From an optimization exercise on the open Yosys and OpenROAD flow, aimed at small area and a short achievable clock period; shortcuts taken in it are not production practice.
In this exercise RTL edits were held to simulation tests only and were not proved equivalent to the original.
No activity file was given, so power comes from the tool's default toggle rates.

==> flow/design.v (outline; a module is shown in full before it is edited, if it fits) <==
// module FIR: 1694 lines
// module fa3: 4 lines
// module ha2: 4 lines
module FIR #
(
    parameter inbit = 11,
    parameter outbit = 23,
    parameter n=32
)
(
    input rst,
    input clk,
    input wire signed [inbit-1:0] infix,
    output reg signed [outbit-1:0] outfix
);
  // ...
==> flow/run.sh <==
#!/bin/bash
# synth_recipe.tcl (not shown) runs the flow's synth.tcl, then flattens the netlist and writes it again
# the make line also repeats each setting of config.mk as NAME=value (left out here)
make -C /OpenROAD-flow-scripts/flow DESIGN_CONFIG=/design/flow/config.mk WORK_HOME=/design/flow/orfs CLKGATE_MAP_FILE= SYNTH_SCRIPT=/design/flow/synth_recipe.tcl finish
==> flow/config.mk <==
export PLATFORM = sky130hd
export DESIGN_NAME = FIR
export DESIGN_NICKNAME = FIR
export VERILOG_FILES = /design/flow/design.v
export SDC_FILE = /design/flow/constraint.sdc
export NUM_CORES = 4
export LEC_CHECK = 0
export CAP_MARGIN = 20
export CORE_MARGIN = 2
export CORE_UTILIZATION = 40
export SETUP_SLACK_MARGIN = 2.0
export SLEW_MARGIN = 20
export SYNTH_HIERARCHICAL = 1
export TNS_END_PERCENT = 10
==> flow/constraint.sdc <==
create_clock -name core_clock -period 4.2 [get_ports {clk}]
set_input_delay 0.8400 -clock core_clock [delete_from_list [all_inputs] [get_ports {clk}]]
set_output_delay 0.8400 -clock core_clock [all_outputs]
set_load 0.01 [all_outputs]
==> impl_results.md, run 1 <==
- Post-synth top area share: 0.441
- Result of the run: no timing/DRC/antenna violations
- Vias per cell: 4.43
- Clock network power share: 0.370
- Die Footprint: 0.0829 mm^2
- Total routed wire length on the met1 layer: 21,800 um
- Endpoint of the worst hold path: U17[4]
- Sequential fraction of total cell area: 0.387
- Largest Register: outfix
- Arithmetic-cell share of the synthesized area counting full adders, half adders and majority gates: 0.371
- Area growth syn-to-layout: 14.7%
- Netlist area before placement: 0.0323 mm^2
- Met2 routed wirelength: 27,500 um
- Switching Power: 4.56 mW
- Number of unique standard cell types used by synthesis: 44
- Fraction of synthesized area in multiplexers: 0.00175
- Inserted tap cell count: 1,060
- Synth Area in Simple Gates: 0.136
- Worst-case register-to-register setup slack: 1840 ps
- Wire length of the first global-routing pass: 91,300 um
- Post-place setup slack: 1070 ps
- Proportion of final cell area spent on non-clock buffers: 0.0234
- Power density over the cells: 473 mW/mm^2
- Transition at the pin with the smallest max-transition slack: 777 ps
- Setup Crit Path Kind: reg2reg
- Hpwl dp: 38,200 um
- Unrepaired setup endpoints after global routing: true
==> run 2, diff against run 1 <==
--- a/flow/config.mk
+++ b/flow/config.mk
@@ -12,3 +12,2 @@
 export SLEW_MARGIN = 20
 export SYNTH_HIERARCHICAL = 1
-export TNS_END_PERCENT = 10
==> run 2 against run 1 <==
Compared with the run above: wire length increased by 0.29%; critical path type unchanged; via count about the same; synthesized cell count unchanged; non-clock buffer count decreased by 20; final area increased by 0.73%; hold slack got worse by 0.62 ps; combinational power about the same; first-iteration DRC count increased by 14%.
==> impl_results.md, run 2 <==
- Result of the run: no timing/DRC/antenna violations (unchanged)
- Sink count of the clock tree: 711 (unchanged)
- Netlist area before placement: 0.0323 mm^2 (unchanged)
- Post-place setup slack: 1100 ps (was 1070 ps)
- Tcrit/Tclk final: 0.543 (was 0.562)
- Worst setup SP type: flip-flop (unchanged)
- Total via count in the routed design: 16,192 (was 16,197)
- Die width: 288 um (unchanged)
- Hpwl dp: 37,600 um (was 38,200 um)
- Net total in the final layout: 3,178 (was 3,197)
- Setup TNS after final layout: 0 ps (unchanged)
- Top post-synthesis cells by count: 711 x dfxtp_1, 533 x fa_1, 265 x nor2b_1 (unchanged)
- Transition at the pin with the smallest max-transition slack: 701 ps (was 777 ps)
- Power density over the cells: 474 mW/mm^2 (was 473 mW/mm^2)
- # H-tree levels: 3 (unchanged)
- Insertion delay to the later sink of the worst-skew pair: 620 ps (was 610 ps)
- Port Buf Inserts: 35 (unchanged)
- Initial antenna violation count: 0 (was 1)
- Total wire length: 52,600 um (was 52,400 um)
- Total count of hold-check failures in the final report: 0 (unchanged)
- Type of destination of the critical path: flip-flop (unchanged)
- Cell type with the highest aggregate area in the netlist: dfxtp_1 (unchanged)
- Core Region: 0.0802 mm^2 (unchanged)
- Drt wl/cell: 14.4 um (was 14.3 um)
- Setup WS post-layout: 1920 ps (was 1840 ps)
- DR iter-0 viols: 602 (was 530)
- Count of unresolved DRC violations after routing: 0 (unchanged)
- CTS buffer count: 78 (was 77)
- Max-slew violation count: 0 (unchanged)
- First-pass detailed-route iteration total: 4 (unchanged)
- Final setup violating endpoints: 0 (unchanged)
- Remaining Overflow, GRT: 0 (unchanged)
- Number of register bits inferred by synthesis: 711 (unchanged)
- Max FFs per register: 20 (unchanged)
- Proportion of layout cells with a drive suffix above 1: 0.252 (was 0.202)
- Leak: 14.5 nW (about the same)
- Root buffer cell: clkbuf_16 (unchanged)
- Largest Register: outfix (unchanged)
- Worst hold margin: 392 ps (about the same)
- Worst Hold Class: reg2reg (unchanged)
- Initial cell density of the core: 0.403 (unchanged)
- Num ports: 36 (unchanged)
- Relative slew slack: 0.533 (was 0.482)
- Number of core rows: 104 (unchanged)
- Clock Skew: 24.3 ps (was 26.7 ps)
- Leading cell type in the layout, fill and taps excluded: dfxtp_1 (unchanged)
- Global routing usage summed across all routing layers: 0.136 (was 0.138)
- Synthesized netlist cell count: 2,465 (unchanged)
- Post-synth top area share: 0.441 (unchanged)
- Vias per cell: 4.44 (was 4.43)
- Most frequently used cell type in the post-synthesis netlist: dfxtp_1 (unchanged)
- Crit path arrival time: 2760 ps (was 2860 ps)
- Die Footprint: 0.0829 mm^2 (unchanged)
- Setup Crit Path Kind: reg2reg (unchanged)
- Most used cells in the layout excluding fill and tap cells: 602 x dfxtp_1, 436 x fa_1, 265 x nor2b_1 (was 658 x dfxtp_1, 486 x fa_1, 265 x nor2b_1)
- Unrepaired setup endpoints after global routing: true (unchanged)
- Primary flip-flop cell chosen by synthesis mapping: dfxtp_1 (unchanged)
- Number of unique standard cell types used by synthesis: 44 (unchanged)
- Wire length of the first global-routing pass: 89,700 um (was 91,300 um)
- Min Clock Period, post-route: 2280 ps (was 2360 ps)
- Largest net degree at the start of global routing: 156 (was 123)
- Overall power after layout: 17.7 mW (was 17.5 mW)
- Worst Path Max Fanout: 4 (was 3)
- TritonCTS clock tree: built (unchanged)
- Gp weighted congestion: 0.795 (was 0.793)
- Yosys warning count: 7 (unchanged)
- Count of flip-flops with a built-in enable after synthesis: 0 (unchanged)
- DRT antenna net count: 0 (unchanged)
- Fraction of the yosys area taken by sequential cells: 0.441 (unchanged)
- # fillers: 7,132 (was 7,170)
- CTS Buffer Depth: 3 (unchanged)
- Maximum clock frequency: 0.438 GHz (was 0.423 GHz)
- Required time of the critical path: 4680 ps (was 4700 ps)
- Clock-pin slew on the worst setup and hold paths: 60 ps (about the same)
- Area growth syn-to-layout: 15.5% (was 14.7%)
- Mean cell area of the mapped netlist: 13.1 um^2 (unchanged)
- Fraction of registers with async set or reset after synthesis: 0 (unchanged)
- Maximum ir drop on the vdd rail: 244 uV (was 250 uV)
- Chip height: 288 um (unchanged)
- Hold buffer count at cts: 0 (unchanged)
- Via count of the first global-routing pass: 18,571 (was 19,025)
- Maxcap violations: 0 (unchanged)
- Most area-consuming cells after synthesis: dfxtp_1 44%, fa_1 33%, nor2b_1 5.1%, or2_2 4.2%, ha_1 4.0% (unchanged)
-- run 2: cell count changes in the layout (fill, tap and decap cells not counted), moves of 24 or more --
cell / before / now
dfxtp_4: 11 / 58
fa_1: 486 / 436
dfxtp_1: 658 / 602
fa_2: 47 / 97
inv_1: 159 / 135
-- run 2: area by class of cell --
type,count,area [um^2],share of cell area
Inverter,175,709,0.0190
Antenna cell,2,5.00,0.000134
Sequential cell,711,14500,0.389
Tap cell,1060,1330,0.0356
Timing Repair Buffer,65,643,0.0173
Clock inverter,23,228,0.00611
Clock buffer,116,2300,0.0618
Multi-Input combinational cell,1497,17500,0.471
-- run 2: worst paths after layout --
check / end / cells after the start / slack [ps] / startpoint
max: A4_13_1 / 6 / 1920 / U7[11]
min: U13[0] / 1 / 390 / U12[0]
max reg2reg: A4_13_1 / 6 / 1920 / U7[11]
min reg2reg: U13[0] / 1 / 390 / U12[0]
-- run 2: cell families after synthesis --
kind of cell    Yosys count  share of synthesized area
buf+inv                 258                     0.0304
xor+xnor                 20                    0.00543
simple gates            764                      0.136
compound gates           69                     0.0140
mux                       5                    0.00175
flops                   711                      0.441
other cells               1                   0.000116
fa+ha+maj               637                      0.371
-- run 2: what timing repair did --
action | CTS | global route
setup buffers | 16 | 7
cloned | 0 | 0
resized for setup | 225 | 149
pin swaps | 20 | 67
endpoints found under the setup margin | 131 | 89
-- run 2: stage by stage --
stage                     cell area (um^2)   util  cells
after global routing                 37300  0.465   3647
after global placement               33800  0.422   3485
after floorplan                      32300      -   2466
after detailed placement             33800  0.422   3485
after CTS                            36900  0.460   3640
final                                37300  0.465   3649
-- run 2: report_power, final --
part | switching [mW] | total (mW) | internal (mW)
clock network | 2.71 | 6.69 | 3.98
logic | 1.63 | 3.33 | 1.69
registers | 0.306 | 7.64 | 7.34
-- run 2: worst max-delay path: stages, from the launching register on --
cell and delay, ps:
dfxtp_2 350, clkinvlp_4 190, buf_12 190, fa_2 340
fa_1 530, fa_2 420, nor2b_1 140
-- run 2: per-layer routing --
metal / global-route usage / share of wire / wire length, um / vias up
li1: - / - / - / 7609
met1: 0.163 / 0.42 / 22100 / 8294
met2: 0.245 / 0.52 / 27400 / 201
met3: 0.0235 / 0.034 / 1770 / 88
met4: 0.0478 / 0.025 / 1310 / 0
met5: 0 / 0 / 0 / -
-- run 2: per-module statistics from Yosys (local to each module, per instance) --
| module | cells | times used | area, um^2 |
|---|---|---|---|
| fa3 | 1 | 531 | 20.0 |
| FIR | 1864 | 1 | 20800 |
| ha2 | 1 | 70 | 12.5 |

## re-timing with driven ports
How much do the figures lean on ideal ports? The routed layouts below were timed once more, with nothing changed but the port constraints. Step 1, drivers: a clkbuf_16 drives clk and a buf_2 each remaining input, both assumed. Step 2, shift: input delay + t, output delay - t, t = (earliest + latest rising clock arrival at the registers) / 2. This alone moves slack from input paths to output paths. Slacks: no drivers / after step 1 / after step 2; pairs: no drivers / after step 1.
run | t, ns | setup WS [ns] | worst slew at a driven data input, ns
run 1 | 0.658 | 1.839 / 1.829 / 1.268 | 0.05
run 2 | 0.669 | 1.919 / 1.919 / 1.434 | 0.05
After both steps every run listed still meets setup and hold. The setup slack of run 1, which loses most, moves by -0.010 ns with the drivers and by -0.571 ns with both steps.
